Context: an optimization exercise on an open-source flow, tuned for a short achievable clock period and few clock cycles. The choices shown serve that exercise and are no tape-out recipe. Where RTL was checked, it was by simulation tests only, not by an equivalence proof against the original. For run 1, only the layout was checked, not whether the RTL still works. Power is estimated from default activity; no workload was simulated.

### constraint.sdc
create_clock -name core_clock -period 9.0 [get_ports {clk}]
set_input_delay 1.8000 -clock core_clock [delete_from_list [all_inputs] [get_ports {clk}]]
set_output_delay 1.8000 -clock core_clock [all_outputs]
set_load 0.01 [all_outputs]
### design.v
module FA(
    output f,cout,
    input x,y,cin
);
    assign f= x ^ y ^ cin;
    assign cout= (x & y) | (x & cin) | (y & cin);
endmodule
/*verilator lint_off UNOPTFLAT*/
module CLU4(
    output [4:1] c,
    input [4:1] p,g,
    input c0
);
    assign c[1]=g[1] | (p[1] & c0);
    genvar i;
    generate
        for (i=2;i<=4;i=i+1) begin
            assign c[i]=g[i] | (p[i] & c[i-1]);
        end
    endgenerate
endmodule
/*verilator lint_off PINMISSING*/
/*verilator lint_off UNOPTFLAT*/
module CLA4(
    output [3:0] f,
    output cout,
    input [3:0] x,y,
    input cin
);
    wire [4:1] p,g;
    wire [4:1] c;
    assign p=x|y;
    assign g=x&y;
    CLU4 gen(
        .c0(cin),
        .p(p),
        .g(g),
        .c(c)
    );
    genvar i;
    FA adder(
        .x(x[0]),
        .y(y[0]),
        .cin(cin),
        .f(f[0])
    );
    generate
        for (i=1;i<=3;i=i+1) begin
            FA adder(
                .x(x[i]),
                .y(y[i]),
                .cin(c[i]),
                .f(f[i])
            );
        end
    endgenerate
    assign cout = c[4];
endmodule
/*verilator lint_off PINMISSING*/
module CLA8(
    output [7:0] f,
    output cout,
    input [7:0] x,y,
    input cin
);
    wire cin2;
    wire [3:0] p,g;
    assign p=x[3:0] | y[3:0];
    assign g=x[3:0] & y[3:0];
    assign cin2=g[3] | (p[3]&g[2]) | (p[3]&p[2]&g[1]) | (p[3]&p[2]&p[1]&g[0]) | (p[3]&p[2]&p[1]&p[0]&cin);
    CLA4 adder_low(
        .x(x[3:0]),
        .y(y[3:0]),
        .cin(cin),
        .f(f[3:0])
    );
    CLA4 adder_high(
        .x(x[7:4]),
        .y(y[7:4]),
        .cin(cin2),
        .f(f[7:4]),
        .cout(cout)
    );
endmodule
module Adder32(
    output [31:0] result,
    output cout,
    input [31:0] x,y,
    input sub
);
    parameter t=32;
    wire [3:0] Gg,Pg;
    wire [7:0] p[3:0],g[3:0];
    wire [4:0] c;
    wire [3:0] cout_temp;
    genvar i;
    generate
        for (i=0;i<=3;i=i+1) begin
            assign p[i]=x[i*8+7:i*8] | y[i*8+7:i*8];
            assign g[i]=x[i*8+7:i*8] & y[i*8+7:i*8];
            assign Pg[i] = (p[i]==8'hff ? 1 : 0);
            assign Gg[i] = g[i][7] | (p[i][7] & g[i][6]) | (p[i][7] & p[i][6] & g[i][5]) | (p[i][7] & p[i][6] & p[i][5] & g[i][4]) 
            | (p[i][7] & p[i][6] & p[i][5] & p[i][4] & g[i][3]) | (p[i][7] & p[i][6] & p[i][5] & p[i][4] & p[i][3] & g[i][2]) | 
            (p[i][7] & p[i][6] & p[i][5] & p[i][4] & p[i][3] & p[i][2] & g[i][1]) | (p[i][7] & p[i][6] & p[i][5] & p[i][4] & p[i][3] & p[i][2] & p[i][1] & p[i][0] & g[i][0]);
        end
    endgenerate
    CLU4 gen(
        .p(Pg),
        .g(Gg),
        .c0(sub),
        .c(c[4:1])
    );
    assign c[0]=sub;
    wire [7:0] ff[3:0];
    generate
        for (i=0;i<=3;i=i+1) begin
            CLA8 adder8(
                .x(x[i*8+7:i*8]),
                .y(y[i*8+7:i*8]),
                .cin(c[i]),
                .cout(cout_temp[i]),
                .f(ff[i])
            );
        end
    endgenerate
    assign result = {ff[3], ff[2], ff[1], ff[0]};
    assign cout = cout_temp[3];
endmodule
module Adder32_p(
    output [31:0] f,
    output OF,SF,CF,ZF,
    output cout,
    input [31:0] x,y,
    input sub
);
    wire [31:0] tmp;
    assign tmp = (sub ? ~y : y);
    Adder32 adder32(
        .x(x),
        .y(tmp),
        .sub(sub),
        .cout(cout),
        .result(f)
    );
    assign OF = (!x[31] & !tmp[31] & f[31]) | (x[31] & tmp[31] & !f[31]);
    assign SF = f[31];
    assign ZF = (f == 32'h00000000 ? 1 : 0);
    assign CF = cout ^ sub;
endmodule
module barrelshift(
    input [31:0] din,
    input [4:0] shamt,
    input AL,
    input LR,
    output reg [31:0] dout
);
    wire sgn; assign sgn = (AL == 1) ? din[31] : 0;
    integer i;
    always @(*) begin
        if (LR == 0) begin  
            for (i = 0; i <= 31; i = i + 1) begin
                if (i >= shamt) dout[i] = din[i - {27'b0, shamt}]; else dout[i] = 0;
            end
        end
        else begin  
            for (i = 0; i <= 31; i= i + 1) begin
                if (i >= 32 - {27'b0, shamt}) dout[i] = sgn; else dout[i] = din[i + {27'b0, shamt}];
            end
        end
    end
endmodule
module mux8(
    input [31:0] a0, a1, a2, a3, a4, a5, a6, a7,
    input [2:0] s,
    output reg [31:0] result
);
    always @(*) begin
        case (s)
            3'b000: result = a0;
            3'b001: result = a1;
            3'b010: result = a2;
            3'b011: result = a3;
            3'b100: result = a4;
            3'b101: result = a5;
            3'b110: result = a6;
            3'b111: result = a7;
        endcase 
    end
endmodule
/*verilator lint_off CASEINCOMPLETE*/
module ALU_signal(
    input [3:0] aluctr,
    output SUBctr,
    output SFTctr,
    output ALctr,
    output reg [2:0] OPctr,
    output SIGctr
);
    assign SUBctr = (aluctr == 4'b0000) ? 0 : 1;
    assign SFTctr = (aluctr == 4'b0001) ? 0 : 1;
    assign ALctr  = (aluctr == 4'b1101) ? 1 : 0;
    assign SIGctr = (aluctr == 4'b0011) ? 0 : 1;
    always @(*) begin
        case(aluctr)
            4'b0000: OPctr = 3'b000;
            4'b0001: OPctr = 3'b100;
            4'b0010: OPctr = 3'b110;
            4'b0011: OPctr = 3'b110;
            4'b0100: OPctr = 3'b011;
            4'b0101: OPctr = 3'b100;
            4'b0110: OPctr = 3'b010;
            4'b0111: OPctr = 3'b001;
            4'b1000: OPctr = 3'b000;
            4'b1101: OPctr = 3'b100;
            4'b1111: OPctr = 3'b101;
            default: OPctr = 3'b000;
        endcase
    end
endmodule
module ALU_RV32(
    input [31:0] da, db,
    input [3:0] aluctr,
    output zero,
    output [31:0] result
);
    wire SUBctr, SFTctr, ALctr, SIGctr; wire [2:0] OPctr;
    ALU_signal sig_generator(
        .aluctr(aluctr),
        .SUBctr(SUBctr),
        .SFTctr(SFTctr),
        .ALctr(ALctr),
        .OPctr(OPctr),
        .SIGctr(SIGctr)
    );
    wire CF, OF, SF, comF, cout;
    wire [31:0] input0, input1, input2, input3, input4, input5, input6, input7;
    Adder32_p adder (
        .sub(SUBctr),
        .x(da),
        .y(db),
        .OF(OF), .SF(SF), .CF(CF), .ZF(zero),
        .f(input0),
        .cout(cout)
    );
    assign input1 = da & db;
    assign input2 = da | db;
    assign input3 = da ^ db;
    barrelshift shift(
        .din(da),
        .shamt(db[4:0]),
        .AL(ALctr),
        .LR(SFTctr),
        .dout(input4)
    );
    assign input5 = db;
    assign comF = (SIGctr == 1) ? (OF ^ SF) : CF;
    assign input6 = (comF == 1) ? 32'h00000001 : 32'h00000000;
    assign input7 = 0;
    mux8 selector (
        .a0(input0), .a1(input1), .a2(input2), .a3(input3),
        .a4(input4), .a5(input5), .a6(input6), .a7(input7),
        .s(OPctr),
        .result(result)
    );
endmodule
/*verilator lint_off CASEINCOMPLETE*/
module CtrSignal(
    input [4:0] op,
    input [2:0] func3,
    input func7,
    input ban,
    output reg [2:0] ExtOp,
    output reg [2:0] Branch,
    output reg [1:0] ALUBSrc,
    output reg [3:0] ALUctr,
    output reg [2:0] MemOp,
    output reg RegWr, MemtoReg, ALUASrc, MemWr
);
    always @(*) begin
        if (ban) begin
            ExtOp = 3'b000;
            Branch = 3'b000;
            ALUBSrc = 2'b00;
            ALUctr = 4'b0000;
            MemOp = 3'b000;
            RegWr = 0;
            MemtoReg = 0;
            ALUASrc = 0;
            MemWr = 0;
        end
        else begin
            ExtOp = 3'b110;
            Branch = 3'b000;
            ALUBSrc = 2'b00;
            ALUctr = 4'b0000;
            MemOp = 3'b000;
            RegWr = 0;
            MemtoReg = 0;
            ALUASrc = 0;
            MemWr = 0;
            case (op)
                5'b01101: begin 
                    ExtOp = 3'b001; RegWr = 1; MemtoReg = 0; MemWr = 0; ALUASrc = 0; ALUBSrc = 2'b01; 
                    Branch = 3'b000; MemOp = 3'b000; ALUctr = 4'b1111;
                end
                5'b00101: begin 
                    ExtOp = 3'b001; RegWr = 1; MemtoReg = 0; MemWr = 0; ALUASrc = 1; ALUBSrc = 2'b01;
                    Branch = 3'b000; MemOp = 3'b000; ALUctr = 4'b0000;
                end
                5'b00100: begin 
                    ExtOp = 3'b000; RegWr = 1; MemtoReg = 0; MemWr = 0; ALUASrc = 0; ALUBSrc = 2'b01;
                    Branch = 3'b000; MemOp = 3'b000;
                    if (func3 != 3'b101) ALUctr = {1'b0, func3}; else ALUctr = {func7, func3};
                end
                5'b01100: begin
                    ExtOp = 3'b101; RegWr = 1; MemtoReg = 0; MemWr = 0; ALUASrc = 0; ALUBSrc = 2'b00;
                    Branch = 3'b000; MemOp = 3'b000; ALUctr = {func7, func3};
                end
                5'b11011: begin 
                    ExtOp = 3'b100; RegWr = 1; MemtoReg = 0; MemWr = 0; ALUASrc = 1; ALUBSrc = 2'b10;
                    Branch = 3'b001; MemOp = 3'b000; ALUctr = 4'b0000;
                end
                5'b11001: begin
                    ExtOp = 3'b000; RegWr = 1; MemtoReg = 0; MemWr = 0; ALUASrc = 1; ALUBSrc = 2'b10;
                    Branch = 3'b010; MemOp = 3'b000; ALUctr = 4'b0000;
                end
                5'b11000: begin
                    ExtOp = 3'b011; RegWr = 0; MemtoReg = 0; MemWr = 0; ALUASrc = 0; ALUBSrc = 2'b00;
                    case (func3)
                        3'b000: Branch = 3'b100;
                        3'b001: Branch = 3'b101;
                        3'b100: Branch = 3'b110;
                        3'b101: Branch = 3'b111;
                        3'b110: Branch = 3'b110;
                        3'b111: Branch = 3'b111;
                    endcase
                    MemOp = 3'b000;
                    if (func3 == 3'b110 || func3 == 3'b111) ALUctr = 4'b0011; else ALUctr = 4'b0010;
                end
                5'b00000: begin
                    ExtOp = 3'b000; RegWr = 1; MemtoReg = 1; MemWr = 0; ALUASrc = 0; ALUBSrc = 2'b01;
                    Branch = 3'b000;
                    case (func3)
                        3'b000: MemOp = 3'b001;
                        3'b001: MemOp = 3'b010;
                        3'b010: MemOp = 3'b000;
                        3'b100: MemOp = 3'b101;
                        3'b101: MemOp = 3'b110;
                    endcase
                    ALUctr = 4'b0000;
                end
                5'b01000: begin
                    ExtOp = 3'b010; RegWr = 0; MemtoReg = 0; MemWr = 1; ALUASrc = 0; ALUBSrc = 2'b01;
                    Branch = 3'b000;
                    case (func3)
                        3'b000: MemOp = 3'b001;
                        3'b001: MemOp = 3'b010;
                        3'b010: MemOp = 3'b000;
                    endcase
                    ALUctr = 4'b0000;
                end
            endcase
        end
    end
endmodule
module InstrToImm(
	input [31:0] instr,
    input [2:0] ExtOp,
    output reg [31:0] imm,
    output reg reada,
    output reg readb,
    output reg protect
);
	always @(*) begin
		case(ExtOp)
			0: begin  
				imm = {{20{instr[31]}}, instr[31:20]};                               
				reada = 1; readb = 0; protect = 1;
			end
			1: begin  
				imm = {instr[31:12], 12'b0};
				reada = 0; readb = 0; protect = 1;
			end
			2: begin  
				imm = {{20{instr[31]}}, instr[31:25], instr[11:7]};                  
				reada = 1; readb = 1; protect = 0;
			end
			3: begin  
				imm = {{20{instr[31]}}, instr[7], instr[30:25], instr[11:8],1'b0};   
				reada = 1; readb = 1; protect = 0;
			end
			4: begin  
				imm = {{12{instr[31]}}, instr[19:12], instr[20], instr[30:21],1'b0}; 
				reada = 0; readb = 0; protect = 0;
			end
			5: begin  
				imm = 0;
				reada = 1; readb = 1; protect = 1;
			end
			default: begin
				imm = 0;
				reada = 0; readb = 0; protect = 0;
			end
		endcase
	end
endmodule
module Regfiles(
    input clk, flush,
    input reada, readb,
    input [4:0] ra,
    input [4:0] rb,
    input we,
    input [4:0] rw,
    input [31:0] busw,
    input protect,
    input [4:0] protectw,
    output reg [31:0] busa,
    output reg [31:0] busb,
    output reg conflict,
    output [31:0] x0 , x1 , x2 , x3 , x4 , x5 , x6 ,  x7,
    output [31:0] x8 , x9 , x10, x11, x12, x13, x14, x15,
    output [31:0] x16, x17, x18, x19, x20, x21, x22, x23,
    output [31:0] x24, x25, x26, x27, x28, x29, x30, x31
);
    reg [31:0] registers[31:0]; integer i;
    reg reg_status[31:0];
    always @(*) begin
        busa = (ra == 5'b00000) ? 32'h00000000 : registers[ra];
        busb = (rb == 5'b00000) ? 32'h00000000 : registers[rb];
    end
    wire write;
    assign write = (we == 1'b1 && rw != 5'b00000);
    always @(posedge clk) begin
        if (write) begin registers[rw] <= busw; reg_status[rw] <= 0; end
        if (flush) begin
            for (i = 0; i <= 31; i = i + 1)
                if (!(write && rw == i[4:0])) reg_status[i] <= 0;
            conflict <= 0;
        end
        else begin
            if (protect && ((!reada || reg_status[ra] == 0) && (!readb || reg_status[rb] == 0)) && reg_status[protectw] == 0 && (!write || (write && protectw != rw)) && protectw != 0) begin
                reg_status[protectw] <= 1;
            end
            conflict <= ((reada && reg_status[ra] == 1) || (readb && reg_status[rb] == 1) || (protect && protectw != 0 && reg_status[protectw] == 1)) ? 1 : 0;
        end
    end
    assign x0 = 32'h00000000; assign x1 = registers[1]; assign x2 = registers[2]; assign x3 = registers[3];
    assign x4 = registers[4]; assign x5 = registers[5]; assign x6 = registers[6]; assign x7 = registers[7];
    assign x8 = registers[8]; assign x9 = registers[9]; assign x10 = registers[10]; assign x11 = registers[11];
    assign x12 = registers[12]; assign x13 = registers[13]; assign x14 = registers[14]; assign x15 = registers[15];
    assign x16 = registers[16]; assign x17 = registers[17]; assign x18 = registers[18]; assign x19 = registers[19];
    assign x20 = registers[20]; assign x21 = registers[21]; assign x22 = registers[22]; assign x23 = registers[23];
    assign x24 = registers[24]; assign x25 = registers[25]; assign x26 = registers[26]; assign x27 = registers[27];
    assign x28 = registers[28]; assign x29 = registers[29]; assign x30 = registers[30]; assign x31 = registers[31];
endmodule
module IF(
    input clk, rst, flush, block,
    input [31:0] inputPC,
    output [31:0] imemaddr,
    input [31:0] imemdataout,
    output [31:0] currentPC,
    output [31:0] snPC,
    output [31:0] currentInstr,
    input in_valid,
    input out_ready,
    output out_valid,
    output in_ready
);
    reg [31:0] PC;
    reg reg_valid_r;
    wire cout, receive_flag, send_flag;
    always @(negedge clk) begin
        reg_valid_r <= 1;
        if (receive_flag) begin
            PC <= inputPC;
        end
    end
    Adder32 snpc_gen (
        .sub(0),
        .x(PC), .y(32'h00000004),
        .result(snPC),
        .cout(cout)
    );
    assign imemaddr = PC;
    assign currentPC = PC;
    assign currentInstr = imemdataout;
    assign send_flag = out_valid & out_ready;
    assign receive_flag = in_valid & in_ready;
    assign out_valid = reg_valid_r & (~block) & (~flush) & (~rst);
    assign in_ready = 1;
endmodule
module ID(
    input clk, flush, block,
    input [31:0] in_instr,
    input [31:0] in_PC,
    input in_RegWr,
    input [31:0] in_busw,
    input [4:0] in_rw,
    output [31:0] currentPC,
    output [31:0] imm,
    output [2:0] Branch,
    output [1:0] ALUBSrc,
    output [3:0] ALUctr,
    output [2:0] MemOp,
    output RegWr, MemtoReg, ALUASrc, MemWr,
    output [31:0] busa, busb,
    output [4:0] rw,
    output blk,
    output done,
    output [31:0] reg00,
    output [31:0] reg01,
    output [31:0] reg02,
    output [31:0] reg03,
    output [31:0] reg04,
    output [31:0] reg05,
    output [31:0] reg06,
    output [31:0] reg07,
    output [31:0] reg08,
    output [31:0] reg09,
    output [31:0] reg10,
    output [31:0] reg11,
    output [31:0] reg12,
    output [31:0] reg13,
    output [31:0] reg14,
    output [31:0] reg15,
    output [31:0] reg16,
    output [31:0] reg17,
    output [31:0] reg18,
    output [31:0] reg19,
    output [31:0] reg20,
    output [31:0] reg21,
    output [31:0] reg22,
    output [31:0] reg23,
    output [31:0] reg24,
    output [31:0] reg25,
    output [31:0] reg26,
    output [31:0] reg27,
    output [31:0] reg28,
    output [31:0] reg29,
    output [31:0] reg30,
    output [31:0] reg31,
    input in_valid,
    input out_ready,
    output out_valid,
    output in_ready
);
    reg reg_valid_r;
    reg [31:0] reg_instr, reg_PC;
    wire receive_flag, send_flag;
    always @(negedge clk) begin
        if (flush) reg_valid_r <= 0;
        else reg_valid_r <= (receive_flag || (reg_valid_r && !send_flag)) ? 1 : 0;
        if (receive_flag) begin
            reg_instr   <= in_instr;
            reg_PC      <= in_PC;
        end
    end
    wire [2:0] ExtOp;
    wire reada, readb, protect;
    CtrSignal CtrSignal(
        .op(reg_instr[6:2]),
        .func3(reg_instr[14:12]),
        .func7(reg_instr[30]),
		.ban(flush),
        .ExtOp(ExtOp),
        .Branch(Branch),
        .ALUBSrc(ALUBSrc),
        .ALUctr(ALUctr),
        .RegWr(RegWr),
        .MemtoReg(MemtoReg),
        .MemOp(MemOp),
        .ALUASrc(ALUASrc),
        .MemWr(MemWr)
    );
    InstrToImm InstrToImm(
        .instr(reg_instr),
        .ExtOp(ExtOp),
        .imm(imm),
        .reada(reada),
        .readb(readb),
        .protect(protect)
    );
    Regfiles Regfiles(
        .clk(clk), .flush(flush),
        .reada(reada), .readb(readb),
        .ra(reg_instr[19:15]),
        .rb(reg_instr[24:20]),
        .we(in_RegWr),
        .busw(in_busw),
        .rw(in_rw),
        .protect(protect & reg_valid_r),
        .protectw(reg_instr[11:7]),
        .busa(busa), .busb(busb),
        .conflict(blk),
        .x0(reg00),
        .x1(reg01),
        .x2(reg02),
        .x3(reg03),
        .x4(reg04),
        .x5(reg05),
        .x6(reg06),
        .x7(reg07),
        .x8(reg08),
        .x9(reg09),
        .x10(reg10),
        .x11(reg11),
        .x12(reg12),
        .x13(reg13),
        .x14(reg14),
        .x15(reg15),
        .x16(reg16),
        .x17(reg17),
        .x18(reg18),
        .x19(reg19),
        .x20(reg20),
        .x21(reg21),
        .x22(reg22),
        .x23(reg23),
        .x24(reg24),
        .x25(reg25),
        .x26(reg26),
        .x27(reg27),
        .x28(reg28),
        .x29(reg29),
        .x30(reg30),
        .x31(reg31)
    );
    assign currentPC = reg_PC;
    assign rw = reg_instr[11:7];
    assign done = (reg_instr == 32'hdead10cc) ? 1 : 0;
    assign send_flag = out_valid & out_ready;
    assign receive_flag = in_valid & in_ready;
    assign out_valid = reg_valid_r & (~block) & (~flush);
    assign in_ready = !reg_valid_r || (reg_valid_r && send_flag);
endmodule
module EX (
    input clk, flush,
    input [31:0] in_busa, in_busb,
    input [4:0] in_rw,
    input [31:0] in_PC,
    input [31:0] in_imm,
    input [2:0] in_Branch,
    input [1:0] in_ALUBSrc,
    input [3:0] in_ALUctr,
    input [2:0] in_MemOp,
    input in_RegWr, in_MemtoReg, in_ALUASrc, in_MemWr,
    input in_done,
    output zero,
    output [31:0] result,
    output [31:0] currentPC,
    output [31:0] imm,
    output [31:0] busa, busb,
    output [4:0] rw,
    output [2:0] Branch,
    output [2:0] MemOp,
    output RegWr, MemtoReg, MemWr,
    output done,
    input in_valid,
    input out_ready,
    output out_valid,
    output in_ready
);
    reg reg_valid_r;
    reg [31:0] reg_PC, reg_imm, reg_busa, reg_busb;
    reg [4:0] reg_rw;
    reg [2:0] reg_Branch;
    reg [1:0] reg_ALUBSrc;
    reg [3:0] reg_ALUctr;
    reg [2:0] reg_MemOp;
    reg reg_RegWr, reg_MemtoReg, reg_ALUASrc, reg_MemWr;
    reg reg_done;
    wire receive_flag, send_flag;
    always @(negedge clk) begin
        if (flush) reg_valid_r <= 0;
        else reg_valid_r <= (receive_flag || (reg_valid_r && !send_flag)) ? 1 : 0;
        if (receive_flag) begin
            reg_PC          <= in_PC;
            reg_imm         <= in_imm;
            reg_busa        <= in_busa;
            reg_busb        <= in_busb;
            reg_rw          <= in_rw;
            reg_Branch      <= in_Branch;
            reg_ALUBSrc     <= in_ALUBSrc;
            reg_ALUctr      <= in_ALUctr;
            reg_MemOp       <= in_MemOp;
            reg_RegWr       <= in_RegWr;
            reg_MemtoReg    <= in_MemtoReg;
            reg_ALUASrc     <= in_ALUASrc;
            reg_MemWr       <= in_MemWr;
            reg_done        <= in_done;
        end
    end
    wire [31:0] ALUa, ALUb;
    assign ALUa = (reg_ALUASrc == 1 ? reg_PC : reg_busa);
    assign ALUb = (reg_ALUBSrc == 2'b00) ? reg_busb : ((reg_ALUBSrc == 2'b01) ? reg_imm : 32'h00000004);
    ALU_RV32 ALU(
        .da(ALUa),
        .db(ALUb),
        .aluctr(reg_ALUctr),
        .result(result),
        .zero(zero)
    );
    assign currentPC = reg_PC;
    assign Branch = reg_Branch;
    assign MemOp = reg_MemOp;
    assign RegWr = reg_RegWr;
    assign MemtoReg = reg_MemtoReg;
    assign MemWr = reg_MemWr;
    assign imm = reg_imm;
    assign busa = reg_busa;
    assign busb = reg_busb;
    assign rw = reg_rw;
    assign done = reg_done;
    assign send_flag = out_valid & out_ready;
    assign receive_flag = in_valid & in_ready;
    assign out_valid = reg_valid_r & (~flush);
    assign in_ready = !reg_valid_r || (reg_valid_r && send_flag);
endmodule
/*verilator lint_off CASEINCOMPLETE*/
module JumpCtr(
    input [2:0] Branch,
    input result0,
    input zero,
    output reg NxtASrc,
    output reg NxtBSrc
);
    always@(*)
        case(Branch)
            3'b000: begin NxtASrc = 0; NxtBSrc = 0; end
            3'b001: begin NxtASrc = 0; NxtBSrc = 1; end
            3'b010: begin NxtASrc = 1; NxtBSrc = 1; end
            3'b100: begin NxtASrc = 0; NxtBSrc = zero; end
            3'b101: begin NxtASrc = 0; NxtBSrc = ~zero; end
            3'b110: begin NxtASrc = 0; NxtBSrc = result0; end
            3'b111: begin NxtASrc = 0; NxtBSrc = zero | (~result0); end
            default: begin NxtASrc = 0; NxtBSrc = 0; end
       endcase
endmodule
/*verilator lint_off PINMISSING*/
module NextAddr(
    input zero,
    input rst,
    input result0,
    input [2:0] Branch,
    input [31:0] imm,
    input [31:0] currentPC,
    input [31:0] busa,
    output [31:0] nextPC
);
    wire NxtASrc, NxtBSrc;
    JumpCtr jumper (
        .zero(zero),
        .result0(result0),
        .Branch(Branch),
        .NxtASrc(NxtASrc),
        .NxtBSrc(NxtBSrc)
    );
    wire [31:0] da, db;
    assign db = (NxtBSrc == 1) ? imm : 32'h00000004;
    assign da = (NxtASrc == 1) ? busa : currentPC;
    Adder32_p adder_jump (
        .x(da),
        .y(db),
        .sub(1'b0),
        .f(nextPC)
    );
endmodule
module M(
    input clk,
    input rst,
    output reg flush,
    input MemWr,
    input [2:0] MemOp,
    input [2:0] Branch,
    input done, 
    input zero,
    input [31:0] Di,
    input [31:0] ALUout,
    input [31:0] imm,
    input [31:0] currentPC,
    input [31:0] busa,
    input MemtoReg,
    input RegWr,
    input [4:0] Rd,
    output reg MemtoReg_o,
    output reg RegWr_o,
    output reg [4:0] Rd_o,
    output reg [31:0] ALUout_o,
	output reg [2:0] Branch_o,
	output reg zero_o,
    output reg done_o,
    output reg [31:0] PC_o,
	output [31:0] dmemaddr,
	input [31:0] dmemdataout,
	output [31:0] dmemdatain,
	output [2:0] dmemop,
	output dmemwe,
    output [31:0] Do,
    input in_valid,
    input out_ready,
    output in_ready,
    output out_valid,
    output [31:0] nextPC
);
    reg reg_valid_r;
    wire send_flag, receive_flag;
    assign send_flag = out_valid & out_ready;
    assign receive_flag = in_valid & in_ready;
    assign out_valid = reg_valid_r & (~rst);
    assign in_ready = !reg_valid_r || (reg_valid_r && send_flag);
    reg we;
    reg [2:0] MemOp_i;
    reg [31:0] Di_i;
    reg [2:0] Branch_i;
    reg [31:0] addr;
    reg zero_i;
    reg [31:0] imm_i;
    reg [31:0] currentPC_i;
    reg [31:0] busa_i;
    always@(negedge clk) begin
        if (rst) reg_valid_r <= 0;
        else reg_valid_r <= (receive_flag || (reg_valid_r && !send_flag)) ? 1 : 0;
        if (receive_flag) begin
            reg_valid_r <= 1'b1;
            MemtoReg_o <= MemtoReg;
            RegWr_o <= RegWr;
            Rd_o <= Rd;
            ALUout_o <= ALUout;
			Branch_o <= Branch;
            we <= MemWr;
            MemOp_i <= MemOp;
            Di_i <= Di;
            Branch_i <= Branch;
            addr <= ALUout;
            zero_i <= zero;
			zero_o <= zero;
            imm_i <= imm;
            currentPC_i <= currentPC;
            busa_i <= busa;
            done_o <= done;
            PC_o <= currentPC;
        end
        else Branch_o <= 0;
        if (rst) begin
            addr <= 32'h00000000;
            MemOp_i <= 3'b000;
        end
        flush <= (receive_flag && Branch != 3'b0) ? 1 : 0;
    end
	assign dmemaddr = addr;
	assign Do = dmemdataout;
	assign dmemdatain = Di_i;
	assign dmemop = MemOp_i;
	assign dmemwe = we & reg_valid_r;
    wire result0 = addr[0];
    NextAddr NextAddr (
		.zero(zero_i),
		.rst(flush),
		.result0(result0),
		.Branch(Branch_i),
		.imm(imm_i),
		.currentPC(currentPC_i),
		.busa(busa_i),
		.nextPC(nextPC)
	);
endmodule
module WB(
    input clk, rst, flush,
    input MemtoReg,
    input RegWr,
    input done,
    input [4:0] Rd,
    input [31:0] Do,
    input [31:0] ALUout,
    input [31:0] currentPC,
    output reg [31:0] Di,
    output reg WE,
    output reg [4:0] Rw,
    output reg wb,
    output reg done_o,
    output reg [31:0] PC_o,
    input in_valid,
    output in_ready
);
    reg reg_valid_r;
    wire receive_flag, send_flag;
    assign send_flag = 1;
    assign receive_flag = in_valid & in_ready;
    assign in_ready = 1'b1;
    always @(negedge clk) begin
        if (rst) reg_valid_r <= 1'b0;
        else reg_valid_r <= (receive_flag || (reg_valid_r && !send_flag)) ? 1 : 0;
        if (receive_flag) begin
            reg_valid_r <= 1'b1;
            Di <= (MemtoReg) ? Do : ALUout;
            WE <= RegWr & (~done);
            Rw <= Rd;
            wb <= 1'b1;
            done_o <= done;
            PC_o <= currentPC;
        end
        else begin
            WE <= 1'b0;
            wb <= 1'b0;
        end
    end
endmodule
module rv32is(
    input 	clk,
	input 	rst,
	output [31:0] imemaddr,
	input  [31:0] imemdataout,
	output [31:0] dmemaddr,
	input  [31:0] dmemdataout,
	output [31:0] dmemdatain,
	output [2:0] dmemop,
	output	dmemwe,
	output reg [31:0] dbg_pc,
	output reg done,
	output reg wb,
	output [31:0] reg00, reg01, reg02, reg03, reg04, reg05, reg06, reg07,
				  reg08, reg09, reg10, reg11, reg12, reg13, reg14, reg15,
				  reg16, reg17, reg18, reg19, reg20, reg21, reg22, reg23,
				  reg24, reg25, reg26, reg27, reg28, reg29, reg30, reg31
);
    reg [31:0] rf [1:31];
    reg [31:0] fa;          
    reg [31:0] bpc;         
    reg        bvalid;      
    reg        dspec;       
    reg        dhold;       
    reg [31:0] hold_ins, hold_pc;
    reg        e_valid;
    reg [31:0] e_a, e_b, e_imm, e_target, e_pc, e_pcp4;
    reg        e_lda, e_ldb;           
    reg [2:0]  e_f3;
    reg        e_alt;                  
    reg        e_fb;                   
    reg        e_brr;                  
    reg        e_jalr, e_jale;         
    reg        e_ld, e_st, e_link, e_halt, e_wen;
    reg [4:0]  e_rd;
    reg [2:0]  e_mop;
    reg        m_valid, m_wen, m_ld, m_we, m_halt;
    reg [4:0]  m_rd;
    reg [31:0] m_result, m_addr, m_sdata, m_pc;
    reg [2:0]  m_mop;
    reg        w_valid, w_wen, w_ld, w_halt;
    reg [4:0]  w_rd;
    reg [31:0] w_result, w_pc;
    wire [31:0] d_ins = dhold ? hold_ins : imemdataout;
    wire [31:0] d_pc  = dhold ? hold_pc  : bpc;
    wire        d_valid = dhold | bvalid;
    wire        d_free  = dhold | ~dspec;      
    wire [6:0]  d_opc = d_ins[6:0];
    wire [4:0]  d_rd  = d_ins[11:7];
    wire [2:0]  d_f3  = d_ins[14:12];
    wire [4:0]  d_rs1 = d_ins[19:15];
    wire [4:0]  d_rs2 = d_ins[24:20];
    wire op_lui   = d_opc == 7'b0110111;
    wire op_auipc = d_opc == 7'b0010111;
    wire op_jal   = d_opc == 7'b1101111;
    wire op_jalr  = d_opc == 7'b1100111;
    wire op_br    = d_opc == 7'b1100011;
    wire op_ld    = d_opc == 7'b0000011;
    wire op_st    = d_opc == 7'b0100011;
    wire op_alui  = d_opc == 7'b0010011;
    wire op_alur  = d_opc == 7'b0110011;
    wire op_halt  = d_ins == 32'hdead10cc;
    wire use1 = op_jalr | op_br | op_ld | op_st | op_alui | op_alur;
    wire use2 = op_br | op_st | op_alur;
    wire d_wen = (op_lui | op_auipc | op_jal | op_jalr | op_ld | op_alui | op_alur) & (d_rd != 5'd0);
    wire [31:0] immI = {{20{d_ins[31]}}, d_ins[31:20]};
    wire [31:0] immS = {{20{d_ins[31]}}, d_ins[31:25], d_ins[11:7]};
    wire [31:0] immB = {{20{d_ins[31]}}, d_ins[7], d_ins[30:25], d_ins[11:8], 1'b0};
    wire [31:0] immJ = {{12{d_ins[31]}}, d_ins[19:12], d_ins[20], d_ins[30:21], 1'b0};
    wire [31:0] immU = {d_ins[31:12], 12'b0};
    wire triv     = op_jal ? (immJ == 32'd4) : (immB == 32'd4);
    wire [31:0] d_target = d_pc + (op_jal ? immJ : immB);
    wire [31:0] A = e_lda ? dmemdataout : e_a;
    wire [31:0] B = e_ldb ? dmemdataout : e_b;
    wire [31:0] agu = A + e_imm;
    wire        eq  = A == B;
    wire        ltu = A < B;
    wire        lt  = (A[31] ^ B[31]) ? A[31] : ltu;
    wire signed [31:0] As = A;
    wire [31:0] sra = As >>> B[4:0];
    reg taken;
    always @(*) begin
        case (e_f3)
            3'b000: taken = eq;
            3'b001: taken = ~eq;
            3'b100: taken = lt;
            3'b101: taken = ~lt;
            3'b110: taken = ltu;
            default: taken = ~ltu;
        endcase
    end
    reg [31:0] alu;
    always @(*) begin
        case (e_f3)
            3'b000: alu = e_alt ? (A - B) : (A + B);
            3'b001: alu = A << B[4:0];
            3'b010: alu = {31'd0, lt};
            3'b011: alu = {31'd0, ltu};
            3'b100: alu = A ^ B;
            3'b101: alu = e_alt ? sra : (A >> B[4:0]);
            3'b110: alu = A | B;
            default: alu = A & B;
        endcase
    end
    wire [31:0] e_res = e_link ? e_pcp4 : alu;
    wire e_redir = e_valid & (e_jalr | e_jale | (e_brr & taken));
    wire e_fbt   = e_valid & e_fb & taken;
    wire e_fbn   = e_valid & e_fb & ~taken;
    wire killd   = e_redir | e_fbt;
    wire [31:0] e_rtarget = e_jalr ? {agu[31:1], 1'b0} : e_target;
    wire [31:0] w_wdata = w_ld ? dmemdataout : w_result;
    wire e_hit1 = e_valid & e_wen & (e_rd == d_rs1);
    wire e_hit2 = e_valid & e_wen & (e_rd == d_rs2);
    wire m_hit1 = m_valid & m_wen & (m_rd == d_rs1);
    wire m_hit2 = m_valid & m_wen & (m_rd == d_rs2);
    wire w_hit1 = w_valid & w_wen & (w_rd == d_rs1);
    wire w_hit2 = w_valid & w_wen & (w_rd == d_rs2);
    wire [31:0] rf1 = (d_rs1 == 5'd0) ? 32'd0 : rf[d_rs1];
    wire [31:0] rf2 = (d_rs2 == 5'd0) ? 32'd0 : rf[d_rs2];
    wire [31:0] rv1 = e_hit1 ? e_res : m_hit1 ? m_result : w_hit1 ? w_wdata : rf1;
    wire [31:0] rv2 = e_hit2 ? e_res : m_hit2 ? m_result : w_hit2 ? w_wdata : rf2;
    wire stall = d_valid & e_ld & ((use1 & e_hit1) | (use2 & e_hit2));
    wire go    = d_valid & ~stall & ~killd;            
    wire d_jal = op_jal & ~triv & d_free;              
    wire d_fb  = op_br  & ~triv & d_free;              
    reg [31:0] fa_n;
    reg        bvalid_n, dspec_n;
    always @(*) begin
        dspec_n = 1'b0;
        if (e_redir) begin
            fa_n = e_rtarget; bvalid_n = 1'b0;
        end else if (e_fbt) begin
            fa_n = fa + 32'd4; bvalid_n = 1'b1;
        end else if (e_fbn) begin
            fa_n = bpc + 32'd4; bvalid_n = 1'b0;
        end else if (stall) begin
            fa_n = fa; bvalid_n = 1'b1;
        end else if (d_valid & d_jal) begin
            fa_n = d_target; bvalid_n = 1'b0;
        end else if (d_valid & d_fb) begin
            fa_n = d_target; bvalid_n = 1'b1; dspec_n = 1'b1;
        end else begin
            fa_n = fa + 32'd4; bvalid_n = 1'b1;
        end
    end
    assign imemaddr = fa;
    assign dmemaddr   = m_addr;
    assign dmemop     = m_mop;
    assign dmemdatain = m_sdata;
    assign dmemwe     = m_we;
    always @(posedge clk) begin
        if (rst) begin
            fa     <= 32'h80000000;
            bvalid <= 1'b0;
            dspec  <= 1'b0;
            dhold  <= 1'b0;
        end else begin
            fa     <= fa_n;
            bvalid <= bvalid_n;
            dspec  <= dspec_n;
            dhold  <= stall;
        end
        bpc <= fa;
        if (stall) begin
            hold_ins <= d_ins;
            hold_pc  <= d_pc;
        end
    end
    always @(posedge clk) begin
        if (rst) e_valid <= 1'b0;
        else     e_valid <= go;
        e_pc    <= d_pc;
        e_pcp4  <= d_pc + 32'd4;
        e_a     <= op_lui ? 32'd0 : (op_auipc ? d_pc : rv1);
        e_b     <= use2 ? rv2 : ((op_lui | op_auipc) ? immU : immI);
        e_lda   <= use1 & ~e_hit1 & m_hit1 & m_ld;
        e_ldb   <= use2 & ~e_hit2 & m_hit2 & m_ld;
        e_imm   <= op_st ? immS : immI;
        e_target <= d_target;
        e_f3    <= (op_alui | op_alur | op_br) ? d_f3 : 3'b000;
        e_alt   <= (op_alur & d_ins[30] & (d_f3 == 3'b000 || d_f3 == 3'b101)) |
                   (op_alui & d_ins[30] & (d_f3 == 3'b101));
        e_fb    <= d_fb;
        e_brr   <= op_br & ~triv & ~d_free;
        e_jalr  <= op_jalr;
        e_jale  <= op_jal & ~triv & ~d_free;
        e_ld    <= op_ld;
        e_st    <= op_st;
        e_link  <= op_jal | op_jalr;
        e_halt  <= op_halt;
        e_wen   <= d_wen;
        e_rd    <= d_rd;
        e_mop   <= {op_ld & d_f3[2], (d_f3[1:0] == 2'b01), (d_f3[1:0] == 2'b00)};
    end
    always @(posedge clk) begin
        if (rst) begin
            m_valid <= 1'b0;
            m_we    <= 1'b0;
            m_addr  <= 32'd0;
            m_mop   <= 3'b000;
        end else begin
            m_valid <= e_valid;
            m_we    <= e_valid & e_st;
            m_addr  <= agu;
            m_mop   <= e_mop;
        end
        m_wen    <= e_wen;
        m_ld     <= e_ld;
        m_rd     <= e_rd;
        m_halt   <= e_halt;
        m_pc     <= e_pc;
        m_result <= e_res;
        m_sdata  <= B;
    end
    always @(posedge clk) begin
        if (rst) w_valid <= 1'b0;
        else     w_valid <= m_valid;
        w_wen    <= m_wen;
        w_ld     <= m_ld;
        w_rd     <= m_rd;
        w_halt   <= m_halt;
        w_pc     <= m_pc;
        w_result <= m_result;
    end
    always @(posedge clk) begin
        if (w_valid & w_wen) rf[w_rd] <= w_wdata;
    end
    always @(posedge clk) begin
        if (rst) wb <= 1'b0;
        else     wb <= w_valid;
        dbg_pc <= w_pc;
        done   <= w_halt;
    end
    assign reg00 = 32'd0;
    assign reg01 = rf[1];  assign reg02 = rf[2];  assign reg03 = rf[3];
    assign reg04 = rf[4];  assign reg05 = rf[5];  assign reg06 = rf[6];  assign reg07 = rf[7];
    assign reg08 = rf[8];  assign reg09 = rf[9];  assign reg10 = rf[10]; assign reg11 = rf[11];
    assign reg12 = rf[12]; assign reg13 = rf[13]; assign reg14 = rf[14]; assign reg15 = rf[15];
    assign reg16 = rf[16]; assign reg17 = rf[17]; assign reg18 = rf[18]; assign reg19 = rf[19];
    assign reg20 = rf[20]; assign reg21 = rf[21]; assign reg22 = rf[22]; assign reg23 = rf[23];
    assign reg24 = rf[24]; assign reg25 = rf[25]; assign reg26 = rf[26]; assign reg27 = rf[27];
    assign reg28 = rf[28]; assign reg29 = rf[29]; assign reg30 = rf[30]; assign reg31 = rf[31];
endmodule
### run.sh
#!/bin/bash
# synth_recipe.tcl (not shown) runs the flow's synth.tcl, then flattens the netlist and writes it again
# the make line also repeats each setting of config.mk as NAME=value (left out here)
make -C /OpenROAD-flow-scripts/flow DESIGN_CONFIG=/design/flow/config.mk WORK_HOME=/design/flow/orfs CLKGATE_MAP_FILE= SYNTH_SCRIPT=/design/flow/synth_recipe.tcl finish
### config.mk
export PLATFORM = sky130hd
export DESIGN_NAME = rv32is
export DESIGN_NICKNAME = rv32is
export VERILOG_FILES = /design/flow/design.v
export SDC_FILE = /design/flow/constraint.sdc
export NUM_CORES = 4
export LEC_CHECK = 0
export CAP_MARGIN = 20
export CORE_MARGIN = 2
export CORE_UTILIZATION = 40
export SETUP_SLACK_MARGIN = 5
export SLEW_MARGIN = 20
export TNS_END_PERCENT = 100
==> run notes, run 1 <==
* Highest clock rate: just over 0.2 GHz
- Die extent in y: around 460 um
- In the global route stage, overall resource usage came out at 0.5132.
* Clock tree skew after final layout: between 0.03 and 0.04 ns
- After clock tree synthesis, the flow added hold-fix buffers numbering 0.
- After floorplanning, the core was divided into roughly 170 placement rows.
- Synth top area cells: sky130_fd_sc_hd__edfxtp_1 39%, sky130_fd_sc_hd__dfxtp_1 12%, sky130_fd_sc_hd__nand2_1 11%, sky130_fd_sc_hd__nand3_1 6.6%, sky130_fd_sc_hd__a311oi_1 3.4%
* Clock tree from TritonCTS: done
- The initial utilization of the core area, before any placement, comes to 0.4016.
- Final setup violation count: 0
- Leakage power: 43.82 nW
- around 1,200 I/O pins were placed.
- Summed over all layers, the global routing overflow is 0.
- Number of iterations in the first detailed-routing pass: 9
* Layout cell share with drive strength beyond 1: 0.1926
- Arrival time of the worst setup path: about 5.7 ns
- Number of buffers on the longest clock path: 3
- Counting the buffers created by CTS gives 178.
* Number of synthesized flops with an enable pin: between 1,000 and 1,500
* Synth warnings: 1
- After filler insertion, the fill cell instance count of the layout stands at approximately 18,000.
* Chip Width: 459.7 um
* Routing usage on met3: 0.1849
* Power per Cell Area: roughly 190 nW/um^2
- Maximum number of pins on one net before global-route repair: between 100 and 150
- Post-synthesis sequential element count: ~1,600
- FFs w/ async S/R, synth: 0
* Die Area: 211,300 um^2
- The commonest cells after synthesis are 2,382 x sky130_fd_sc_hd__nand2_1, 1,093 x sky130_fd_sc_hd__nand3_1, 1,088 x sky130_fd_sc_hd__edfxtp_1.
- Antenna-violating nets left: 0
* Number of levels in the clock H-tree: 4
- Clock-pin slew was measured on the worst setup and hold paths at roughly 0.07 ns.
- At the end of routability-driven placement, the weighted congestion stood at 1.092.
* Dominant cell type by area after synthesis: sky130_fd_sc_hd__edfxtp_1
- In this run the worst hold path is classified as flop to flop.
* Most Crowded Layer GR: met2
- The first global-routing pass estimated about 740 mm of wire.
- Worst-margin pin slew: between 1 and 1.5 ns
* Crit path launch type: primary input
* Buffer type at the clock tree root: sky130_fd_sc_hd__clkbuf_16
- The cell count after synthesis came out at 9,005.
* Clock period minus worst slack: 4.871 ns
- Half-perimeter wire length of the detailed placement result: about 380 mm
* Final Hold Vio Count: 0
- Dividing the detail-routed wire length by the instance count gives between 40 and 50 um.
- Worst rel slew slack: 0.08238
- Detail-routed via count per cell: a little under 7
* Fraction of the yosys area taken by sequential cells: 0.5157
- STA classifies the critical path endpoint as a flop.
* Number of DRC markers in iteration 0: around 17,000
- The share of synthesized area in the top cell type comes to 0.3933.
* Run status: no timing/DRC/antenna violations
- CP Data Required Time: between 9 and 10 ns
* DRC Markers: 0
- Number of antenna violations at the first check in global routing: 59
* RSZ-0062 raised after global routing: true
- Overall via count from detail_route: between 90,000 and 100k
- Leading register cell type out of synthesis: sky130_fd_sc_hd__edfxtp_1
* Max-Cap Viols: 0
* Yosys cell types: 106
- Dividing the final minimum period by the clock period gives 0.5412.
* TNS Setup: 0 ns
- Summed over all layers, the routed wires come to 567.0 mm.
- The max-slew violation total from the final report came to 0.
- Category of the critical setup timing path: primary input to flop
* Number of port buffers: ~1,200
- From synthesis to final layout, the design area changed by 41.98%.
- Area of the core region: just over 200,000 um^2
- The number of global-route vias before repair was 81,900.
- Of all nets on the critical path, the largest fanout is 5.
- Mapped cell area: around 83,000 um^2
- Each instance of the synthesized netlist takes up on average ~9.2 um^2.
- Met2 GRT Util: 0.7236
- Clock sink count: approximately 1,600
- Library cell with the highest instance count after synthesis: sky130_fd_sc_hd__nand2_1
- The later pin in the worst-skew pair is clocked with a latency of slightly below 0.9 ns.
- Across the VDD grid, the largest voltage drop is between 0.2 and 0.3 mV.
* Total Nets Final: ~11,000
- At the end of the flow the core is filled with cells to 0.5702.
- In the global route stage, met1 resource usage came out at 0.6232.
[final timing paths]
path / to / slack, ns / from / cells after the start
max: fa[11] / 4.13 / dmemdataout[0] / 20
min reg2reg: dbg_pc[25] / 0.32 / w_pc[25] / 0
max reg2reg: fa[11] / 4.21 / e_lda / 20
min: dbg_pc[25] / 0.32 / w_pc[25] / 0
[layer usage]
layer | up-vias | routed length [um]
li1 | 35580 | -
met1 | 44380 | 192800
met2 | 9009 | 226100
met5 | - | 315
met3 | 2337 | 83990
met4 | 26 | 63860
[cells by family after synthesis]
| family | after synthesis | share of synthesized area |
|---|---|---|
| flops | 1596 | 0.5157 |
| compound gates | 1586 | 0.1374 |
| buf+inv | 906 | 0.04443 |
| mux | 271 | 0.03365 |
| other cells | 1 | 0.00004514 |
| xor+xnor | 171 | 0.01803 |
| fa+ha+maj | 165 | 0.02521 |
| simple gates | 4309 | 0.2255 |
[cells in the final DEF, fill, tap and decap left out, types with 202 or more instances in the layout]
master	instances
sky130_fd_sc_hd__a21oi_1	245
sky130_fd_sc_hd__a311oi_1	228
sky130_fd_sc_hd__buf_4	420
sky130_fd_sc_hd__clkbuf_16	202
sky130_fd_sc_hd__clkdlybuf4s50_1	1124
sky130_fd_sc_hd__dfxtp_1	501
sky130_fd_sc_hd__edfxtp_1	1088
sky130_fd_sc_hd__nand2_1	2361
sky130_fd_sc_hd__nand3_1	1078
sky130_fd_sc_hd__nor2_1	300
[per-stage QoR]
step | instance area (um^2) | hold slack [ns] | cells | power (mW) | setup slack [ns]
finish | 117900 | 0.3200 | 13340 | 21.94 | 4.129
global route | 117900 | 0.3247 | 13320 | 22.16 | 4.025
CTS | 115200 | 0.3238 | 13200 | 21.21 | 4.295
detailed placement | 98730 | 0.3121 | 12460 | 12.97 | 1.792
global placement | 98660 | 0.3104 | 12460 | 12.98 | 1.015
floorplan | 84160 | 0.3096 | 9036 | 10.89 | 3.448
[worst max-delay path: stages]
cell,delay [ns]
sky130_fd_sc_hd__buf_12,0.11
sky130_fd_sc_hd__mux2i_4,0.16
sky130_fd_sc_hd__buf_12,0.17
sky130_fd_sc_hd__ha_4,0.14
sky130_fd_sc_hd__inv_2,0.03
sky130_fd_sc_hd__fa_2,0.34
sky130_fd_sc_hd__nor2b_4,0.15
sky130_fd_sc_hd__o21ai_4,0.21
sky130_fd_sc_hd__a31oi_4,0.16
sky130_fd_sc_hd__o211ai_4,0.25
sky130_fd_sc_hd__a2111oi_4,0.15
sky130_fd_sc_hd__or4_4,0.54
sky130_fd_sc_hd__o211ai_4,0.18
sky130_fd_sc_hd__buf_6,0.19
sky130_fd_sc_hd__buf_12,0.12
sky130_fd_sc_hd__buf_8,0.12
sky130_fd_sc_hd__nor2_1,0.06
sky130_fd_sc_hd__o31ai_2,0.41
sky130_fd_sc_hd__a32o_1,0.25
sky130_fd_sc_hd__a41o_1,0.11
[sequential cells by signal, summed over array words and instances, names as in the netlist, 30 cells and up]
register  cells
fa           32
e_pcp4       32
dbg_pc       32
m_addr       32
bpc          32
w_pc         32
hold_pc      32
m_sdata      32
e_a          32
hold_ins     32
rf         1024
e_target     31
w_result     32
e_pc         30
m_pc         32
e_b          32
m_result     32
[area by class of cell]
type                       instances  area [um^2]  share of cell area
inverter                         213        984.7            0.008349
clock buffer                     238         5032             0.04267
multi-input combinational       6536        43420              0.3681
tap                             2704         3383             0.02868
antenna                           37        92.59           0.0007850
sequential                      1596        42860              0.3634
timing repair inverter            10        90.09           0.0007638
timing repair buffer            1922        21330              0.1809
clock inverter                    85        753.2            0.006386
[power breakdown]
part | total (mW) | internal, mW | leakage (nW) | switching [mW]
logic | 5.60 | 1.76 | 27.0 | 3.84
registers | 8.85 | 8.59 | 14.0 | 0.252
clock network | 7.49 | 4.19 | 2.82 | 3.30
total | 21.9 | 14.5 | 43.8 | 7.40
[timing repair]
item	4_1_cts	5_1_grt
pin swaps	275	237
endpoints found under the setup margin	260	238
gates resized for setup	1268	301
cloned	76	15
setup buffers	335	93
==> run 2, diff against run 1 <==
--- a/design.v
+++ b/design.v
@@ -930,13 +930,15 @@
     reg        dspec;       
-    reg        dhold;       
-    reg [31:0] hold_ins, hold_pc;
+    reg        bpred;       
+    reg        btb_v;
+    reg [31:0] btb_pc, btb_tgt;
     reg        e_valid;
-    reg [31:0] e_a, e_b, e_imm, e_target, e_pc, e_pcp4;
-    reg        e_lda, e_ldb;           
+    reg [31:0] e_a, e_b, e_imm, e_target, e_pc, e_pcp4, e_eval;
     reg [2:0]  e_f3;
     reg        e_alt;                  
-    reg        e_fb;                   
-    reg        e_brr;                  
-    reg        e_jalr, e_jale;         
-    reg        e_ld, e_st, e_link, e_halt, e_wen;
+    reg        k_fb;                   
+    reg        k_brr;                  
+    reg        k_jalr, k_jale;         
+    reg        k_bp;                   
+    reg        e_back;                 
+    reg        e_ld, e_st, e_link, e_halt, e_wen, e_early;
     reg [4:0]  e_rd;
@@ -950,6 +952,6 @@
     reg [31:0] w_result, w_pc;
-    wire [31:0] d_ins = dhold ? hold_ins : imemdataout;
-    wire [31:0] d_pc  = dhold ? hold_pc  : bpc;
-    wire        d_valid = dhold | bvalid;
-    wire        d_free  = dhold | ~dspec;      
+    wire [31:0] d_ins = imemdataout;
+    wire [31:0] d_pc  = bpc;
+    wire        d_valid = bvalid;
+    wire        d_free  = ~dspec;                  
     wire [6:0]  d_opc = d_ins[6:0];
@@ -978,5 +980,8 @@
     wire triv     = op_jal ? (immJ == 32'd4) : (immB == 32'd4);
-    wire [31:0] d_target = d_pc + (op_jal ? immJ : immB);
-    wire [31:0] A = e_lda ? dmemdataout : e_a;
-    wire [31:0] B = e_ldb ? dmemdataout : e_b;
+    wire [31:0] d_target = d_pc + (op_jal ? immJ : op_br ? immB : immU);
+    wire        j_early  = (d_rs1 == 5'd0) | (e_valid & e_wen & e_early & (e_rd == d_rs1));
+    wire [31:0] j_base   = (d_rs1 == 5'd0) ? 32'd0 : e_eval;
+    wire [31:0] j_target = j_base + immI;
+    wire [31:0] A = e_a;
+    wire [31:0] B = e_b;
     wire [31:0] agu = A + e_imm;
@@ -1012,7 +1017,2 @@
     wire [31:0] e_res = e_link ? e_pcp4 : alu;
-    wire e_redir = e_valid & (e_jalr | e_jale | (e_brr & taken));
-    wire e_fbt   = e_valid & e_fb & taken;
-    wire e_fbn   = e_valid & e_fb & ~taken;
-    wire killd   = e_redir | e_fbt;
-    wire [31:0] e_rtarget = e_jalr ? {agu[31:1], 1'b0} : e_target;
     wire [31:0] w_wdata = w_ld ? dmemdataout : w_result;
@@ -1028,26 +1028,37 @@
     wire [31:0] rv2 = e_hit2 ? e_res : m_hit2 ? m_result : w_hit2 ? w_wdata : rf2;
-    wire stall = d_valid & e_ld & ((use1 & e_hit1) | (use2 & e_hit2));
-    wire go    = d_valid & ~stall & ~killd;            
-    wire d_jal = op_jal & ~triv & d_free;              
-    wire d_fb  = op_br  & ~triv & d_free;              
-    reg [31:0] fa_n;
-    reg        bvalid_n, dspec_n;
+    wire stall = d_valid & ((use1 & ((e_hit1 & e_ld) | (m_hit1 & m_ld))) |
+                            (use2 & ((e_hit2 & e_ld) | (m_hit2 & m_ld))));
+    wire d_jal = d_valid & op_jal & ~triv & d_free;               
+    wire d_jr  = d_valid & op_jalr & j_early & d_free;            
+    wire d_bp  = d_valid & op_br  & ~triv & d_free & bpred;       
+    wire d_fb  = d_valid & op_br  & ~triv & d_free & ~bpred;      
+    wire kill_nt = k_jalr | k_jale;                      
+    wire kill_t  = kill_nt | k_brr | k_fb;               
+    wire        bhit   = btb_v & (btb_pc == fa);
+    wire [31:0] fa_seq = bhit ? btb_tgt : fa + 32'd4;
+    wire [31:0] bpc4   = bpc + 32'd4;
+    reg [31:0] fa_d; reg bv_d, ds_d, bp_d;
     always @(*) begin
-        dspec_n = 1'b0;
-        if (e_redir) begin
-            fa_n = e_rtarget; bvalid_n = 1'b0;
-        end else if (e_fbt) begin
-            fa_n = fa + 32'd4; bvalid_n = 1'b1;
-        end else if (e_fbn) begin
-            fa_n = bpc + 32'd4; bvalid_n = 1'b0;
-        end else if (stall) begin
-            fa_n = fa; bvalid_n = 1'b1;
-        end else if (d_valid & d_jal) begin
-            fa_n = d_target; bvalid_n = 1'b0;
-        end else if (d_valid & d_fb) begin
-            fa_n = d_target; bvalid_n = 1'b1; dspec_n = 1'b1;
-        end else begin
-            fa_n = fa + 32'd4; bvalid_n = 1'b1;
-        end
+        ds_d = 1'b0; bp_d = 1'b0;
+        if (stall)      begin fa_d = bpc;                      bv_d = 1'b0; end
+        else if (d_jal) begin fa_d = d_target;                 bv_d = 1'b0; end
+        else if (d_jr)  begin fa_d = {j_target[31:1], 1'b0};   bv_d = 1'b0; end
+        else if (d_fb)  begin fa_d = d_target;                 bv_d = 1'b1; ds_d = 1'b1; end
+        else            begin fa_d = fa_seq;                   bv_d = 1'b1; bp_d = bhit; end
     end
+    wire [31:0] fa_e = k_jalr ? {agu[31:1], 1'b0} : e_target;    
+    wire [31:0] fa_t = (kill_nt | k_brr) ? fa_e : k_fb ? fa_seq : fa_d;
+    wire        bv_t = (kill_nt | k_brr) ? 1'b0 : k_fb ? 1'b1 : bv_d;
+    wire        ds_t = kill_t ? 1'b0 : ds_d;
+    wire        bp_t = (kill_nt | k_brr) ? 1'b0 : k_fb ? bhit : bp_d;
+    wire [31:0] fa_nt = kill_nt ? fa_e : k_fb ? (stall ? bpc : bpc4) : k_bp ? e_pcp4 : fa_d;
+    wire        bv_nt = (kill_nt | k_fb | k_bp) ? 1'b0 : bv_d;
+    wire        ds_nt = (kill_nt | k_fb | k_bp) ? 1'b0 : ds_d;
+    wire        bp_nt = (kill_nt | k_fb | k_bp) ? 1'b0 : bp_d;
+    wire [31:0] fa_n   = taken ? fa_t : fa_nt;
+    wire        bv_n   = taken ? bv_t : bv_nt;
+    wire        ds_n   = taken ? ds_t : ds_nt;
+    wire        bp_n   = taken ? bp_t : bp_nt;
+    wire        killd  = taken ? kill_t : (kill_nt | k_bp);
+    wire        go     = d_valid & ~stall & ~killd;       
     assign imemaddr = fa;
@@ -1062,18 +1073,33 @@
             dspec  <= 1'b0;
-            dhold  <= 1'b0;
+            bpred  <= 1'b0;
+            btb_v  <= 1'b0;
         end else begin
+            bpred  <= bp_n;
+            if ((k_fb | k_brr) & taken & e_back) begin
+                btb_v   <= 1'b1;
+                btb_pc  <= e_pc;
+                btb_tgt <= e_target;
+            end
             fa     <= fa_n;
-            bvalid <= bvalid_n;
-            dspec  <= dspec_n;
-            dhold  <= stall;
+            bvalid <= bv_n;
+            dspec  <= ds_n;
         end
         bpc <= fa;
-        if (stall) begin
-            hold_ins <= d_ins;
-            hold_pc  <= d_pc;
-        end
     end
     always @(posedge clk) begin
-        if (rst) e_valid <= 1'b0;
-        else     e_valid <= go;
+        if (rst) begin
+            e_valid <= 1'b0;
+            k_fb    <= 1'b0;
+            k_brr   <= 1'b0;
+            k_jalr  <= 1'b0;
+            k_jale  <= 1'b0;
+            k_bp    <= 1'b0;
+        end else begin
+            k_bp    <= go & d_bp;
+            e_valid <= go;
+            k_fb    <= go & d_fb;
+            k_brr   <= go & op_br & ~triv & ~d_free;
+            k_jalr  <= go & op_jalr & ~d_jr;
+            k_jale  <= go & op_jal & ~triv & ~d_free;
+        end
         e_pc    <= d_pc;
@@ -1082,4 +1108,2 @@
         e_b     <= use2 ? rv2 : ((op_lui | op_auipc) ? immU : immI);
-        e_lda   <= use1 & ~e_hit1 & m_hit1 & m_ld;
-        e_ldb   <= use2 & ~e_hit2 & m_hit2 & m_ld;
         e_imm   <= op_st ? immS : immI;
@@ -1089,6 +1113,2 @@
                    (op_alui & d_ins[30] & (d_f3 == 3'b101));
-        e_fb    <= d_fb;
-        e_brr   <= op_br & ~triv & ~d_free;
-        e_jalr  <= op_jalr;
-        e_jale  <= op_jal & ~triv & ~d_free;
         e_ld    <= op_ld;
@@ -1100,2 +1120,5 @@
         e_mop   <= {op_ld & d_f3[2], (d_f3[1:0] == 2'b01), (d_f3[1:0] == 2'b00)};
+        e_early <= op_lui | op_auipc;
+        e_eval  <= op_lui ? immU : d_target;
+        e_back  <= immB[31];
     end
==> run 2 against run 1 <==
  * Register-to-register slack improved by 0.08 ns
  * Setup slack improved by 0.16 ns
  * Sequential power rose by 5.6%
  * Synthesized area grew 2.3%
  * Die area grew 2.3%
  * Cell area is 3.4% lower
  * Critical path depth shrank 9
  * Core utilization fell by 3.2 points
  * Flip-flop and latch count grew 32
  * Count of clock-buffer cells in the layout is 1 higher
==> run notes, run 2 <==
- Number of buffers inserted during clock tree synthesis: between 150 and 200
- In the layout the commonest cells are 1,138 x sky130_fd_sc_hd__clkdlybuf4s50_1, 1,087 x sky130_fd_sc_hd__edfxtp_1, 702 x sky130_fd_sc_hd__mux4_2.
* Number of DRC markers in iteration 0: roughly 12,000
* FFs w/ async S/R, synth: 0
- The critical path goes through ha_1 -> nand3_1 -> nor4_1 -> and3_1 -> nand3_1 -> or2_2 -> o21ai_0 -> nand2_1 -> a21oi_1 -> o21ai_0 -> a32o_1.
- In the final routed layout, each cell accounts on average for 45.25 um.
- Of the total power, the share spent switching nets is 0.3358.
* Via count of the first global-routing pass: 68,830
- Clock tree synthesis selected as its root buffer the cell sky130_fd_sc_hd__clkbuf_16.
* Highest ir drop seen on vdd: between 0.2 and 0.25 mV
- Number of antenna violations at the first check in global routing: 64
* Number of levels in the clock H-tree: 4
- Final setup violation count: 0
- Power spread over the standard cell area amounts to ~200 nW/um^2.
* Final Hold Vio Count: 0
* Category of the critical setup timing path: flop to flop
* Worst-margin pin slew: around 1.3 ns
- Post-Syn Area per Cell: about 13 um^2
- Layout cell share with drive strength beyond 1: 0.2657
- The tightest hold path in the finished design has a slack of roughly 0.32 ns.
* Fraction of the yosys area taken by sequential cells: 0.5115
* Maximum number of pins on one net before global-route repair: between 70 and 80
- Clock tree skew after final layout: approximately 0.086 ns
- Clock latency on the worst-skew pair, taken at its later pin, is a little over 0.9 ns.
- Critical-path maximum fanout: 7
- Reg with most FFs: rf
- Mapped cell area: about 85,000 um^2
* Crit path launch type: flop
- Cell with the largest stage delay on the worst path: sky130_fd_sc_hd__dfxtp_1
- Clock transition at the register clock pins on the worst setup and hold paths after CTS: 0.07 ns
- Synth top area cells: sky130_fd_sc_hd__edfxtp_1 38%, sky130_fd_sc_hd__mux4_2 19%, sky130_fd_sc_hd__dfxtp_1 13%, sky130_fd_sc_hd__ha_1 2.8%, sky130_fd_sc_hd__a21oi_1 2.1%
* Final cell count without fillers: 10,980
* Final slew viol count: 0
- Measured along the x axis, the die boundary spans between 400 and 500 um.
- Leakage power: ~41 nW
- Most frequent cells after synthesis: 1,087 x sky130_fd_sc_hd__edfxtp_1, 702 x sky130_fd_sc_hd__mux4_2, 541 x sky130_fd_sc_hd__dfxtp_1
- The flow ran to the end and the layout has no timing, DRC or antenna violations.
* Clock sink count: 1,628
* Max-Cap Viols: 0
* Final core utilization: 0.5383
* Delay of the slowest cell on the worst path: 0.86 ns
- Dominant cell type by area after synthesis: sky130_fd_sc_hd__edfxtp_1
- Clock tree from TritonCTS: done
- Number of synthesized flops with an enable pin: 1,087
- Post-synthesis sequential element count: 1,628
- Synth warnings: 1
* Boundary Pins: approximately 1,200
- Library cell with the highest instance count after synthesis: sky130_fd_sc_hd__edfxtp_1
- For this configuration, the core starts out at a cell density of 0.4016.
* Number of iterations in the first detailed-routing pass: 6
- Relative contribution of combinational cells to total power: 0.262
- Overall via count from detail_route: about 74,000
- Internal cell power: between 15 and 20 mW
- Overall fraction of global-route tracks in use: 0.4413
* Total Nets Final: a little over 8,000
- Wirelength, routed: approximately 500 mm
* Synthesis-to-layout area growth: 34.05%
- CP Data Required Time: 9.75 ns
- Port buffering added ~1,200 buffers.
- Clock period minus worst slack: roughly 4.7 ns
- Counting along the longest clock path gives a buffer depth of 3.
- Leading cell type in the layout, fill and taps excluded: sky130_fd_sc_hd__clkdlybuf4s50_1
- Once detailed placement completed, the half-perimeter wirelength came to approximately 350 mm.
- The worst setup path is captured at a flop.
- Of the available clock period, the critical path in the final layout requires 0.5236.
* Antenna-violating nets left: 0
- DRC Markers: 0
- Clock network power share: 0.329
- The die covers around 220,000 um^2.
* Wire length of the first global-routing pass: 645.7 mm
- The design draws between 20 and 25 mW.
- In this run, distinct cell masters in the synthesized netlist total 96.
- Setup repair after global routing could not meet its margin everywhere.
- Headroom to the max-slew limit came out at 0.1398.
* Remaining global-route overflow: 0
- In the routed layout, each cell is associated on average with a via count of just under 7.
* Highest clock rate: approximately 0.21 GHz
* Die extent in y: around 460 um
* Area share of the largest cell type after synthesis: 0.3840
- After detailed placement, the design holds a cell count of roughly 10,000.
* Standard-cell rows: 169
- Routability-driven placement finished with a final weighted congestion of around 1.0.
- The layout has between 15,000 and 20,000 filler cells.
- In this run the power spent charging and discharging nets is approximately 7.7 mW.
- The core region is around 210,000 um^2.
- The worst hold path belongs to the class flop to flop.
* Post-Synthesis Cells: between 6,000 and 7,000
- Arrival time of the worst setup path: ~5.5 ns
- The register with the most flip-flops in the layout has just over 1,000 of them.
- TNS Setup: 0 ns
- Register share of total power: 0.409
- The most used flip-flop cell after synthesis is sky130_fd_sc_hd__edfxtp_1.
## run 2: cell types whose count changed after synthesis, moves of 73 or more
cell | before | now
sky130_fd_sc_hd__nand2_1 | 2382 | 384
sky130_fd_sc_hd__nand3_1 | 1093 | 131
sky130_fd_sc_hd__mux4_2 | 0 | 702
sky130_fd_sc_hd__a311oi_1 | 319 | 12
sky130_fd_sc_hd__and3_1 | 160 | 31
sky130_fd_sc_hd__o21ai_0 | 182 | 290
sky130_fd_sc_hd__nor2_1 | 365 | 440
sky130_fd_sc_hd__buf_2 | 100 | 26
sky130_fd_sc_hd__clkbuf_1 | 416 | 343
## run 2: per-layer routing
layer / vias up / routed length (um) / GRT usage / part of all wire
li1: 28440 / - / - / -
met1: 38150 / 175800 / 0.5575 / 0.35
met2: 6263 / 213100 / 0.6446 / 0.43
met3: 1387 / 66410 / 0.1472 / 0.13
met4: 16 / 41420 / 0.2938 / 0.083
met5: - / 115 / 0 / 0.00023
## run 2: final cells by class
class / instances / area, um^2 / area share
clock inverter: 92 / 988.4 / 0.008675
timing repair buffer: 1699 / 17600 / 0.1545
antenna: 45 / 112.6 / 0.0009883
clock buffer: 239 / 4883 / 0.04286
tap: 2821 / 3530 / 0.03098
sequential: 1628 / 43610 / 0.3828
multi-input combinational: 4246 / 42370 / 0.3719
inverter: 210 / 842.1 / 0.007391
## run 2: what timing repair did
action | CTS | global route
resized for setup | 618 | 264
setup endpoints to repair | 278 | 203
gates cloned | 32 | 15
hold buffers | 0 | 0
buffers inserted | 191 | 93
pin swaps | 146 | 113
## run 2: metrics by stage
| stage | area (um^2) | worst slack [ns] |
|---|---|---|
| after global placement | 100800 | 2.312 |
| after floorplan | 86290 | 3.613 |
| after CTS | 111600 | 4.402 |
| after detailed placement | 100900 | 2.314 |
| after global routing | 113900 | 4.264 |
| final | 113900 | 4.287 |
## run 2: cells by family after synthesis
group	after synthesis	synth area share
other	1	0.00004412
XOR/XNOR	228	0.02349
adder cells (fa/ha/maj)	198	0.02959
flip-flops	1628	0.5115
AO/OA/AOI/OAI	1356	0.1044
multiplexers	920	0.2126
AND/OR/NAND/NOR	1501	0.08492
buffers and inverters	710	0.03349
## run 2: power groups by stage
stage,clock (mW),combinational (mW),sequential [mW]
after floorplan,0,2.81,9.32
after global placement,0,4.89,9.49
after detailed placement,0,4.92,9.50
after CTS,7.50,5.48,9.32
after global routing,7.79,6.11,9.36
final,7.50,5.98,9.35
## run 2: path summary, 6_finish.rpt
kind | from | to | slack (ns) | cells after the start
setup reg to reg | bpc[2] | fa[28] | 4.29 | 11
hold reg to reg | w_pc[22] | dbg_pc[22] | 0.32 | 0
setup / recovery | bpc[2] | fa[28] | 4.29 | 11
hold / removal | w_pc[22] | dbg_pc[22] | 0.32 | 0
## run 2: worst max-delay path: cells and delay by family, from the launching register on
family                     cells  cell delay, ns
AOI/OAI and AO/OA              4            1.12
DFF                            1            0.86
and+or+nand+nor                6            2.18
adders and majority gates      1            0.38
Testbench counts of run 2, summed over its fixed seeds: cycles 28,977.

==> what the ideal ports hide <==
The results above use ideal ports. As a check the final layouts listed here were re-extracted and re-timed, cells and wires unchanged.
Step 1, drivers: a clkbuf_16 drives clk and a buf_2 each remaining input, both assumed.
Step 2 also shifts input and output timing later by t, the mid clock arrival at the registers, as if the neighbouring blocks saw the same clock.
Slacks: ideal ports / drivers / drivers and shift; pairs: ideal ports / drivers.
run	t (ns)	setup slack, ns	hold WS [ns]	latest minus earliest clock arrival (ns)
run 1	0.976	4.129 / 3.991 / 3.015	0.320 / 0.320 / 0.320	0.041 / 0.041
run 2	0.969	4.287 / 4.262 / 3.294	0.324 / 0.324 / 0.324	0.088 / 0.087
After both steps every run listed still meets setup and hold. For run 1, which loses most, drivers alone change the setup slack by -0.138 ns; drivers and shift together by -1.114 ns.
